Context: an optimization exercise on an open-source flow, tuned for small area. The choices shown serve that exercise and are no tape-out recipe.
Only simulation tests tie the RTL to the original design; equivalence was not proved.
Power figures rest on the tool's default switching activity, not on a simulated workload. No driver is modelled on the clock port, so clocking that relies on it looks cheaper here than on a real chip.

Setup of blue:
## event_monitor_top
module event_monitor_top (
  input  logic        clk,
  input  logic        rst_n,
  input  logic [7:0]  probe_id,
  input  logic [31:0] probe_data,
  input  logic        bus_wr,
  input  logic        bus_rd,
  input  logic [7:0]  bus_addr,
  input  logic [31:0] bus_wdata,
  output logic [31:0] bus_rdata
);
export LEC_CHECK = 0
export CAP_MARGIN = 20
export CORE_MARGIN = 2
export CORE_UTILIZATION = 45
export CTS_CLUSTER_DIAMETER = 100
export CTS_CLUSTER_SIZE = 25
export SLEW_MARGIN = 20
export SYNTH_HIERARCHICAL = 1
export SYNTH_MINIMUM_KEEP_SIZE = 0
create_clock -name core_clock -period 10.0 [get_ports {clk}]
standard.sh (not shown) runs the stock make flow with config.mk's settings and CLKGATE_MAP_FILE= SYNTH_SCRIPT=/design/flow/synth_recipe.tcl, a recipe that flattens the netlist after the stock synthesis.
==> flow/flow/run.sh <==
#!/bin/bash
# Layout flow: the standard flow (standard.sh, unchanged synthesis), with
# two changes to how the layout is built:
#  - clock tree synthesis without dummy loads, clustering 25 sinks per leaf
#    buffer within 100 um;
#  - every input and output port still gets a buffer, but the smallest one
#    (buf_1) instead of the flow's default choice.
# All make/tool output goes to flow_standard.log in this folder; ORFS also
# keeps each step's own log under orfs/logs/.
set -euo pipefail
export CTS_ARGS="-sink_clustering_enable -repair_clock_nets -sink_clustering_size 25 -sink_clustering_max_diameter 100 -dont_use_dummy_load"
export BUFFER_PORTS_ARGS="-buffer_cell sky130_fd_sc_hd__buf_1"
bash standard.sh > flow_standard.log 2>&1
blue: full flow OK, the timing, design-rule and antenna checks passed
The following lists how purple was set up differently from blue:
diff --git a/flow/config.mk b/flow/config.mk
--- a/flow/config.mk
+++ b/flow/config.mk
@@ -10 +10 @@
-export CORE_UTILIZATION = 45
+export CORE_UTILIZATION = 55
## What came out
A slowest library cell on the worst path of sky130_fd_sc_hd__buf_1 is what blue shows, while sky130_fd_sc_hd__nor4b_4 belongs to purple.
For the insertion delay of the later-clocked pin in the worst-skew pair, purple came in 0.04 ns lower than blue did.
For total power draw, purple and blue come out practically identical.
Met2 routing resource usage after global routing: purple higher than blue
Comparing purple and blue, the lower total net switching power was measured on blue.
Compared with blue, in purple worst hold slack went up by 0.0093 ns, utilization went up, maximum number of pins on one net before global-route repair saw an increase, cell count after placement lower, final critical delay including setup and external delays moved down.

========
The RTL this note starts from:
==> flow/design.v <==
module fifo_cell3 (
  input  logic a, sa,
  input  logic b, sb,
  input  logic c, sc,
  output logic y
);
  assign y = ~((a & sa) | (b & sb) | (c & sc));
endmodule
module fifo_cell_upd (
  input  logic q,
  input  logic we,
  input  logic we_n,
  input  logic d,
  output logic y
);
  assign y = ~((q | we) & (d | we_n));
endmodule
module reg_upd (
  input  logic q,
  input  logic we,
  input  logic we_n,
  input  logic d,
  output logic y
);
  assign y = (q | we) & (d | we_n);
endmodule
module event_monitor_top (
  input  logic        clk,
  input  logic        rst_n,
  input  logic [7:0]  probe_id,
  input  logic [31:0] probe_data,
  input  logic        bus_wr,
  input  logic        bus_rd,
  input  logic [7:0]  bus_addr,
  input  logic [31:0] bus_wdata,
  output logic [31:0] bus_rdata
);
  logic a_ctrl, a_tval, a_tmask, a_stat, a_ed, a_eid, a_ehi, a_ts;
  assign a_ctrl  = (bus_addr == 8'h00);
  assign a_tval  = (bus_addr == 8'h04);
  assign a_tmask = (bus_addr == 8'h08);
  assign a_stat  = (bus_addr == 8'h0C);
  assign a_ed    = (bus_addr == 8'h10);
  assign a_eid   = (bus_addr == 8'h14);
  assign a_ehi   = (bus_addr == 8'h18);
  assign a_ts    = (bus_addr == 8'h1C);
  logic [31:0] control_q, trig_value_q, trig_mask_q;
  logic [31:0] control_d, trig_value_d, trig_mask_d;
  logic        c_wr, v_wr, m_wr;
  logic [2:0]  rwe, rwe_n;
  assign rwe   = {bus_wr & a_tmask, bus_wr & a_tval, bus_wr & a_ctrl};
  assign rwe_n = ~rwe;
  for (genvar b = 0; b < 32; b++) begin : g_reg
    reg_upd u_c (.q(control_q[b]),    .we(rwe[0]), .we_n(rwe_n[0]), .d(bus_wdata[b]), .y(control_d[b]));
    reg_upd u_v (.q(trig_value_q[b]), .we(rwe[1]), .we_n(rwe_n[1]), .d(bus_wdata[b]), .y(trig_value_d[b]));
    reg_upd u_m (.q(trig_mask_q[b]),  .we(rwe[2]), .we_n(rwe_n[2]), .d(bus_wdata[b]), .y(trig_mask_d[b]));
  end
  always_ff @(posedge clk) begin
    control_q    <= control_d;
    trig_value_q <= trig_value_d;
    trig_mask_q  <= trig_mask_d;
  end
  always_ff @(posedge clk or negedge rst_n) begin
    if (!rst_n) begin
      c_wr <= 1'b0;
      v_wr <= 1'b0;
      m_wr <= 1'b0;
    end else begin
      c_wr <= c_wr | rwe[0];
      v_wr <= v_wr | rwe[1];
      m_wr <= m_wr | rwe[2];
    end
  end
  logic en, arm, mode, clear_sticky;
  assign en   = c_wr & control_q[0];
  assign arm  = c_wr & control_q[1];
  assign mode = c_wr & control_q[2];
  assign clear_sticky = bus_wr & a_ctrl & bus_wdata[3];
  logic [31:0] ts;
  always_ff @(posedge clk or negedge rst_n) begin
    if (!rst_n)               ts <= '0;
    else if (bus_wr & a_ts)   ts <= bus_wdata;
    else if (en)              ts <= ts + 32'd1;
  end
  logic m_zero, prev_zero, hit, capture, lvl_hit;
  assign m_zero  = ~m_wr | ((probe_data & trig_mask_q) == 32'd0);
  assign lvl_hit = ~m_wr | (v_wr ? (((probe_data ^ trig_value_q) & trig_mask_q) == 32'd0)
                                 : ((probe_data & trig_mask_q) == 32'd0));
  assign hit = mode ? (prev_zero & ~m_zero) : lvl_hit;
  assign capture = en & arm & hit;
  always_ff @(posedge clk or negedge rst_n) begin
    if (!rst_n) prev_zero <= 1'b1;
    else        prev_zero <= m_zero;
  end
  logic        push_pending;
  logic [71:0] pending;
  always_ff @(posedge clk) pending <= {ts, probe_id, probe_data};
  logic [4:0]  count;
  logic        empty, full, pop, push, ovf_d, lpv;
  logic        trig_sticky, ovf_sticky;
  assign empty = (count == 5'd0);
  assign full  = count[4];
  assign pop   = bus_rd & a_ehi & ~empty;
  assign push  = push_pending & (~full | pop);
  always_ff @(posedge clk or negedge rst_n) begin
    if (!rst_n) begin
      push_pending <= 1'b0;
      count <= '0;
      ovf_d <= 1'b0;
      lpv   <= 1'b0;
      trig_sticky <= 1'b0;
      ovf_sticky  <= 1'b0;
    end else begin
      push_pending <= capture;
      ovf_d <= push_pending & full & ~pop;
      lpv   <= pop;
      if (push & ~pop) count <= count + 5'd1;
      else if (pop & ~push) count <= count - 5'd1;
      if (clear_sticky) begin
        trig_sticky <= 1'b0;
        ovf_sticky  <= 1'b0;
      end else begin
        if (capture) trig_sticky <= 1'b1;
        if (ovf_d)   ovf_sticky  <= 1'b1;
      end
    end
  end
  logic [4:0]  wpos;
  logic [15:0] we, sh, hd, ph;
  logic [71:0] mem   [0:15];
  logic [71:0] mem_d [0:15];
  assign wpos = pop ? count - 5'd1 : count;
  always_comb
    for (int e = 0; e < 16; e++) begin
      we[e] = (e[4:0] >= wpos);
      sh[e] = pop & ~we[e];
      hd[e] = ~pop & ~we[e];
    end
  for (genvar e = 0; e < 15; e++) begin : g_ent
    for (genvar b = 0; b < 72; b++) begin : g_bit
      fifo_cell3 u_upd (.a(mem[e+1][b]), .sa(sh[e]), .b(pending[b]), .sb(we[e]),
                        .c(mem[e][b]), .sc(hd[e]), .y(mem_d[e][b]));
    end
  end
  for (genvar b = 0; b < 72; b++) begin : g_last
    fifo_cell_upd u_upd (.q(mem[15][b]), .we(we[15]), .we_n(~we[15]), .d(pending[b]), .y(mem_d[15][b]));
  end
  always_ff @(posedge clk) begin
    for (int e = 0; e < 16; e++) mem[e] <= mem_d[e];
    for (int e = 0; e < 15; e++) ph[e] <= we[e] | (sh[e] ? ~ph[e+1] : ~ph[e]);
    ph[15] <= we[15] | ~ph[15];
  end
  logic [71:0] head;
  assign head = mem[0] ^ {72{ph[0]}};
  logic [71:0] last_head, shown;
  always_ff @(posedge clk) last_head <= head;
  assign shown = lpv ? last_head : head;
  always_comb begin
    bus_rdata = 32'd0;
    if (a_ctrl & c_wr)  bus_rdata = bus_rdata | control_q;
    if (a_tval & v_wr)  bus_rdata = bus_rdata | trig_value_q;
    if (a_tmask & m_wr) bus_rdata = bus_rdata | trig_mask_q;
    if (a_stat)  bus_rdata = bus_rdata | {14'd0, ovf_sticky, trig_sticky, 3'd0, count, 6'd0, full, empty};
    if (a_ed & ~empty)  bus_rdata = bus_rdata | shown[31:0];
    if (a_eid & ~empty) bus_rdata = bus_rdata | shown[63:32];
    if (a_ehi & ~empty) bus_rdata = bus_rdata | {24'd0, shown[71:64]};
    if (a_ts)    bus_rdata = bus_rdata | ts;
  end
endmodule
export LEC_CHECK = 0
export CAP_MARGIN = 20
export CORE_MARGIN = 2
export CORE_UTILIZATION = 60
export CTS_CLUSTER_DIAMETER = 100
export CTS_CLUSTER_SIZE = 28
export SLEW_MARGIN = 20
export SYNTH_HIERARCHICAL = 1
export SYNTH_MINIMUM_KEEP_SIZE = 0
create_clock -name core_clock -period 10.0 [get_ports {clk}]
==> flow/flow/run.sh <==
#!/bin/bash
# Layout flow: the standard flow (standard.sh, unchanged synthesis), with
# two changes to how the layout is built:
#  - clock tree synthesis without dummy loads, clustering 28 sinks per leaf
#    buffer within 100 um;
#  - every input and output port still gets a buffer, but the smallest one
#    (buf_1) instead of the flow's default choice.
# All make/tool output goes to flow_standard.log in this folder; ORFS also
# keeps each step's own log under orfs/logs/.
set -euo pipefail
export CTS_ARGS="-sink_clustering_enable -repair_clock_nets -sink_clustering_size 28 -sink_clustering_max_diameter 100 -dont_use_dummy_load"
export BUFFER_PORTS_ARGS="-buffer_cell sky130_fd_sc_hd__buf_1"
bash standard.sh > flow_standard.log 2>&1
Edit:
--- a/flow/config.mk
+++ b/flow/config.mk
@@ -12,0 +13 @@
+export PLACE_DENSITY = 0.75
Routed wire length went down by 11%.
Synthesized area is unchanged.
Total power went down by about 0.5%.
Non-clock buffer count went down by 10.
Design area is about the same.
Worst setup slack gets better by 0.62 ns.
Die area stays the same.
Sequential share of layout area went up by 0.17 points.
Sequential cell count is unchanged.
Via count went down by 2.5%.

separate check: timing with driven ports:
In the flow no input, the clock included, has a driving cell. The finished layouts below were timed again as built, in two steps.
Step 1, drivers: a clkbuf_16 drives clk and a buf_2 each remaining input, both assumed.
Step 2 adds t to the input delays and takes it off the output delays; t is the mean of the earliest and latest rising clock arrival at the registers after step 1. Input paths then give back, and output paths get back, about the clock's delay inside the block.
a / b / c = no drivers / after step 1 / after step 2; a / b = the first two.
| run | shift t [ns] | setup WS [ns] | worst data-port slew with drivers (ns) | cell pins on the clock port's net |
|---|---|---|---|---|
| blue | 0.725 | 2.568 / 2.537 / 2.537 | 0.17 | 1 |
| purple | 0.693 | 2.728 / 2.698 / 2.698 | 0.17 | 1 |
| the first run of note 2 | 0.732 | 2.817 / 2.792 / 2.776 | 0.21 | 1 |
| the second run of note 2 | 0.722 | 3.438 / 3.411 / 3.191 | 0.21 | 1 |
After both steps setup and hold are still met in every run listed. The setup slack of the second run of note 2, which loses most, moves by -0.027 ns with the drivers and by -0.247 ns with both steps.
